Source: an optimization exercise on an open RTL-to-GDS flow (aim: small area). Production flows keep margins and buffers that such runs may drop. Where RTL was checked, it was by simulation tests only, not by an equivalence proof against the original. Power is estimated from default activity; no workload was simulated. No driver is modelled on the clock port, so clocking that relies on it looks cheaper here than on a real chip.

==> flow/design.v <==
`timescale 1ns / 1ps
module Comparator #(parameter WORD_WIDTH = 16)
						 (input [WORD_WIDTH-1: 0] miss,
						  input rd, nrd, q,
						  output d);
	assign d = (rd & ~|miss) | (nrd & q);
endmodule
`timescale 1ns / 1ps
module TCAM #(parameter WORD_WIDTH = 16, parameter MEMORY_SIZE = 32)
				 (input [WORD_WIDTH-1: 0] A, K,
				  input [$clog2(MEMORY_SIZE)-1: 0] write_addr,
				  input read, write, reset, clk,
				  output [MEMORY_SIZE-1: 0] matched);
	wire wr = write & ~read;
	wire [WORD_WIDTH-1: 0] nk1 = ~(K & A);
	wire [WORD_WIDTH-1: 0] nk0 = ~(K & ~A);
	wire [WORD_WIDTH-1: 0] wx = nk0 & {WORD_WIDTH{reset}};
	wire [WORD_WIDTH-1: 0] wy = nk1 | {WORD_WIDTH{~reset}};
	wire rd = reset & read;
	genvar i, b;
	generate
		for (i = 0; i < MEMORY_SIZE; i = i + 1) begin : entry
			reg [WORD_WIDTH-1: 0] nx, ny;
			wire [WORD_WIDTH-1: 0] nx_d, ny_d, miss;
			wire ld = ~reset | (wr & (write_addr == i));
			wire kp = ~ld;
			for (b = 0; b < WORD_WIDTH; b = b + 1) begin : col
				BitCell bitcell (.ld(ld), .kp(kp), .wx(wx[b]), .wy(wy[b]),
				                 .qx(nx[b]), .qy(ny[b]), .nk1(nk1[b]), .nk0(nk0[b]),
				                 .nx(nx_d[b]), .ny(ny_d[b]), .miss(miss[b]));
			end
			always @(posedge clk) begin
				nx <= nx_d;
				ny <= ny_d;
			end
			Comparator #(.WORD_WIDTH(WORD_WIDTH)) comparator (.miss(miss), .rd(rd), .nrd(~rd),
			                                                  .q(matched[i]), .d(match_d[i]));
		end
	endgenerate
	wire [MEMORY_SIZE-1: 0] match_d;
	reg [MEMORY_SIZE-1: 0] match_q;
	assign matched = match_q;
	always @(posedge clk)
		match_q <= match_d;
endmodule
module BitCell (input ld, kp, wx, wy, qx, qy, nk1, nk0,
                output nx, ny, miss);
	assign nx = (ld & wx) | (kp & qx);
	assign ny = (ld & wy) | (kp & qy);
	assign miss = ~((qx | nk1) & (qy | nk0));
endmodule
export LEC_CHECK = 0
export CAP_MARGIN = 20
export CORE_MARGIN = 2
export CORE_UTILIZATION = 50
export SLEW_MARGIN = 20
export SYNTH_HIERARCHICAL = 1
export SYNTH_MINIMUM_KEEP_SIZE = 0
create_clock -name core_clock -period 5.0 [get_ports {clk}]
standard.sh (not shown) runs the stock make flow with config.mk's settings and CLKGATE_MAP_FILE= SYNTH_SCRIPT=/design/flow/synth_recipe.tcl, a recipe that flattens the netlist after the stock synthesis.
==> flow/flow/run.sh <==
#!/bin/bash
# Standard ORFS layout with a few of its own settings changed:
#  - port buffers are buf_1 cells
#  - CTS clusters sinks into larger groups and inserts no dummy loads
bash standard.sh \
  BUFFER_PORTS_ARGS="-buffer_cell sky130_fd_sc_hd__buf_1" \
  CTS_ARGS="-sink_clustering_enable -repair_clock_nets -sink_clustering_size 30 -sink_clustering_max_diameter 150 -dont_use_dummy_load" \
  finish > standard.log 2>&1
Then changed:
--- a/flow/flow/run.sh
+++ b/flow/flow/run.sh
@@ -4,4 +4,6 @@
 #  - CTS clusters sinks into larger groups and inserts no dummy loads
+#  - after global routing, cells on paths with slack are downsized
 bash standard.sh \
   BUFFER_PORTS_ARGS="-buffer_cell sky130_fd_sc_hd__buf_1" \
+  RECOVER_POWER=100 \
   CTS_ARGS="-sink_clustering_enable -repair_clock_nets -sink_clustering_size 30 -sink_clustering_max_diameter 150 -dont_use_dummy_load" \
Result:
- The changed run ran to the end with violations: capacitance limit, slew limit
- cell count stays the same
- via count barely changes
- clock skew stays flat
- wire length hardly moves
- non-clock buffer count stays the same
- clock-buffer cell count stays the same
- cell area is lower slightly
No functional check of the RTL was part of any run of this note.

---

Setup of build 83:
TCAM, a different RTL version from the one above (not shown whole).
Settings: LEC_CHECK=0, CAP_MARGIN=5, CORE_MARGIN=2, CORE_UTILIZATION=65, SLEW_MARGIN=5, SYNTH_HIERARCHICAL=1, SYNTH_MINIMUM_KEEP_SIZE=0; clock period 5.0 ns.
==> flow/flow/run.sh <==
#!/bin/bash
# The standard ORFS layout with a few changes:
#  - after the standard synthesis, combinational cells are reset to drive
#    strength 1 (flow/downsize.py); the placer's repair sizes up what needs it
#  - port buffers are buf_1 cells
#  - CTS clusters sinks into larger groups and inserts no dummy loads
# Each step's output goes to a log of its own here; ORFS keeps its own logs
# under orfs/logs.
set -euo pipefail
R=orfs/results/$FLOW_PLATFORM/TCAM/base
LIB=$FLOW_HOME/platforms/$FLOW_PLATFORM/lib/sky130_fd_sc_hd__tt_025C_1v80.lib

bash standard.sh synth > synth.log 2>&1
python3 flow/downsize.py "$LIB" "$R/1_2_yosys.v" > downsize.log 2>&1
rm -f "$R/1_synth.odb" "$R/1_synth.sdc"
bash standard.sh \
  BUFFER_PORTS_ARGS="-buffer_cell sky130_fd_sc_hd__buf_1" \
  CTS_ARGS="-sink_clustering_enable -repair_clock_nets -sink_clustering_size 30 -sink_clustering_max_diameter 80 -dont_use_dummy_load" \
  finish > standard.log 2>&1
==> flow/flow/downsize.py <==
#!/usr/bin/env python3
"""Replace each combinational cell of a mapped netlist by the drive-strength-1
variant of the same cell, where the library has one. Flip-flops are left
alone. The placer's repair steps size cells up again where slew, load or
timing need it.

usage: downsize.py LIBERTY NETLIST  (the netlist is rewritten in place)
"""
import re
import sys

lib, path = sys.argv[1], sys.argv[2]
cells = set(re.findall(r'cell\s*\(\s*"?(\w+)"?\s*\)', open(lib).read()))
keep = re.compile(r'sky130_fd_sc_hd__(s?e?df|dl|clk|conb|tap|fill|decap|diode)')
count = {}


def sub(m):
    name, base = m.group(0), m.group(1)
    if keep.match(name):
        return name
    small = base + '_1'
    if small == name or small not in cells:
        return name
    count[name] = count.get(name, 0) + 1
    return small


text = open(path).read()
text = re.sub(r'\b(sky130_fd_sc_hd__\w+?)_\d+\b(?=\s)', sub, text)
open(path, 'w').write(text)
for k in sorted(count):
    print(f'{k}: {count[k]} replaced')
Input changes introduced in build 45 (baseline for comparison: build 83):
# build 83
export LEC_CHECK = 0
export CAP_MARGIN = 5
export CORE_MARGIN = 2
export CORE_UTILIZATION = 65
export SLEW_MARGIN = 5
export SYNTH_HIERARCHICAL = 1
export SYNTH_MINIMUM_KEEP_SIZE = 0
create_clock -name core_clock -period 5.0 [get_ports {clk}]
# build 45
export LEC_CHECK = 0
export CAP_MARGIN = 0
export CORE_MARGIN = 2
export CORE_UTILIZATION = 60
export PLACE_DENSITY = 0.85
export SLEW_MARGIN = 0
export SYNTH_HIERARCHICAL = 1
export SYNTH_MINIMUM_KEEP_SIZE = 0
create_clock -name core_clock -period 5.0 [get_ports {clk}]
==> notes.md <==
Build 83 -> build 45: final instance area flat. The multi-input combinational cell area was comparable across build 83 and build 45. Compared with build 83, build 45 shows a lower core utilization. Going from build 83 to build 45, H-tree depth was more or less identical; clock group share of total power went down by 0.5 points; wire length on met3 went up by about 14%; met2 track utilization from global routing went down by 7.4 points; weighted congestion at the end of routability-driven global placement went up by 0.018. Build 45 ended up with a higher horizontal die dimension than build 83 did. Reported for build 83 and build 45, highest net fanout along the worst path turned out identical to the last digit.
> inputs changed (build 45 -> build 60)
# build 45
export LEC_CHECK = 0
export CAP_MARGIN = 0
export CORE_MARGIN = 2
export CORE_UTILIZATION = 60
export PLACE_DENSITY = 0.85
export SLEW_MARGIN = 0
export SYNTH_HIERARCHICAL = 1
export SYNTH_MINIMUM_KEEP_SIZE = 0
create_clock -name core_clock -period 5.0 [get_ports {clk}]
# build 60
export LEC_CHECK = 0
export CAP_MARGIN = 0
export CORE_MARGIN = 2
export CORE_UTILIZATION = 55
export SLEW_MARGIN = 0
export SYNTH_HIERARCHICAL = 1
export SYNTH_MINIMUM_KEEP_SIZE = 0
create_clock -name core_clock -period 5.0 [get_ports {clk}]
## What came out
- No stage failed in build 60, and the final checks on the layout all came back clean.
- Met2 routed wirelength, build 60 vs build 45: up by more than 10%
- Build 45 -> build 60: final antenna-violating net count delta 0, exact match
- The routed wire length of build 60 exceeds that of build 45 by 6500 um.
- Total clock network power for build 60 is higher than for build 45.
- Re sequential fraction of total cell area: build 60 and build 45 aren't equal, and the lower value belongs to build 60.
- Looking only at final critical-path share of the clock period, and setting everything else aside, the lower value of build 60 and build 45 goes to build 45.
- Summary — clock-buffer cell count, build 60 relative to build 45: higher, by 9.8%.
- Going from build 45 to build 60, final cell count grew slightly.
- Between build 60 and build 45, the leakage power figures differ only marginally.
- Status: cell area after placement parity (build 45, build 60)

-- re-timing with driven ports --
The flow's constraints put no driver on any port. The routed layouts listed below were extracted and timed again, unchanged, in two steps. Step 1 (the two cells are an assumption about what drives the block):
set clk [get_ports {clk}]
set_driving_cell -lib_cell sky130_fd_sc_hd__clkbuf_16 $clk
set_driving_cell -lib_cell sky130_fd_sc_hd__buf_2 [delete_from_list [all_inputs] $clk]
Step 2 times the ports against the registers' clock, not the clock port: input delays grow and output delays shrink by t, the midpoint of the rising clock arrivals with the driver on. Three values: ideal, step 1, step 2; two values: the first two.
run	shift t [ns]	setup WS [ns]	worst setup path at the end
the first run of note 1	0.669	2.084 / 2.067 / 1.398	input to register
the second run of note 1	0.672	0.965 / 0.998 / 0.326	input to register
build 83	0.680	1.531 / 1.480 / 0.800	input to register
build 45	0.681	1.628 / 1.567 / 0.886	input to register
build 60	0.681	1.584 / 1.535 / 0.854	input to register
For build 45, which loses most, drivers alone change the setup slack by -0.061 ns; drivers and shift together by -0.742 ns.
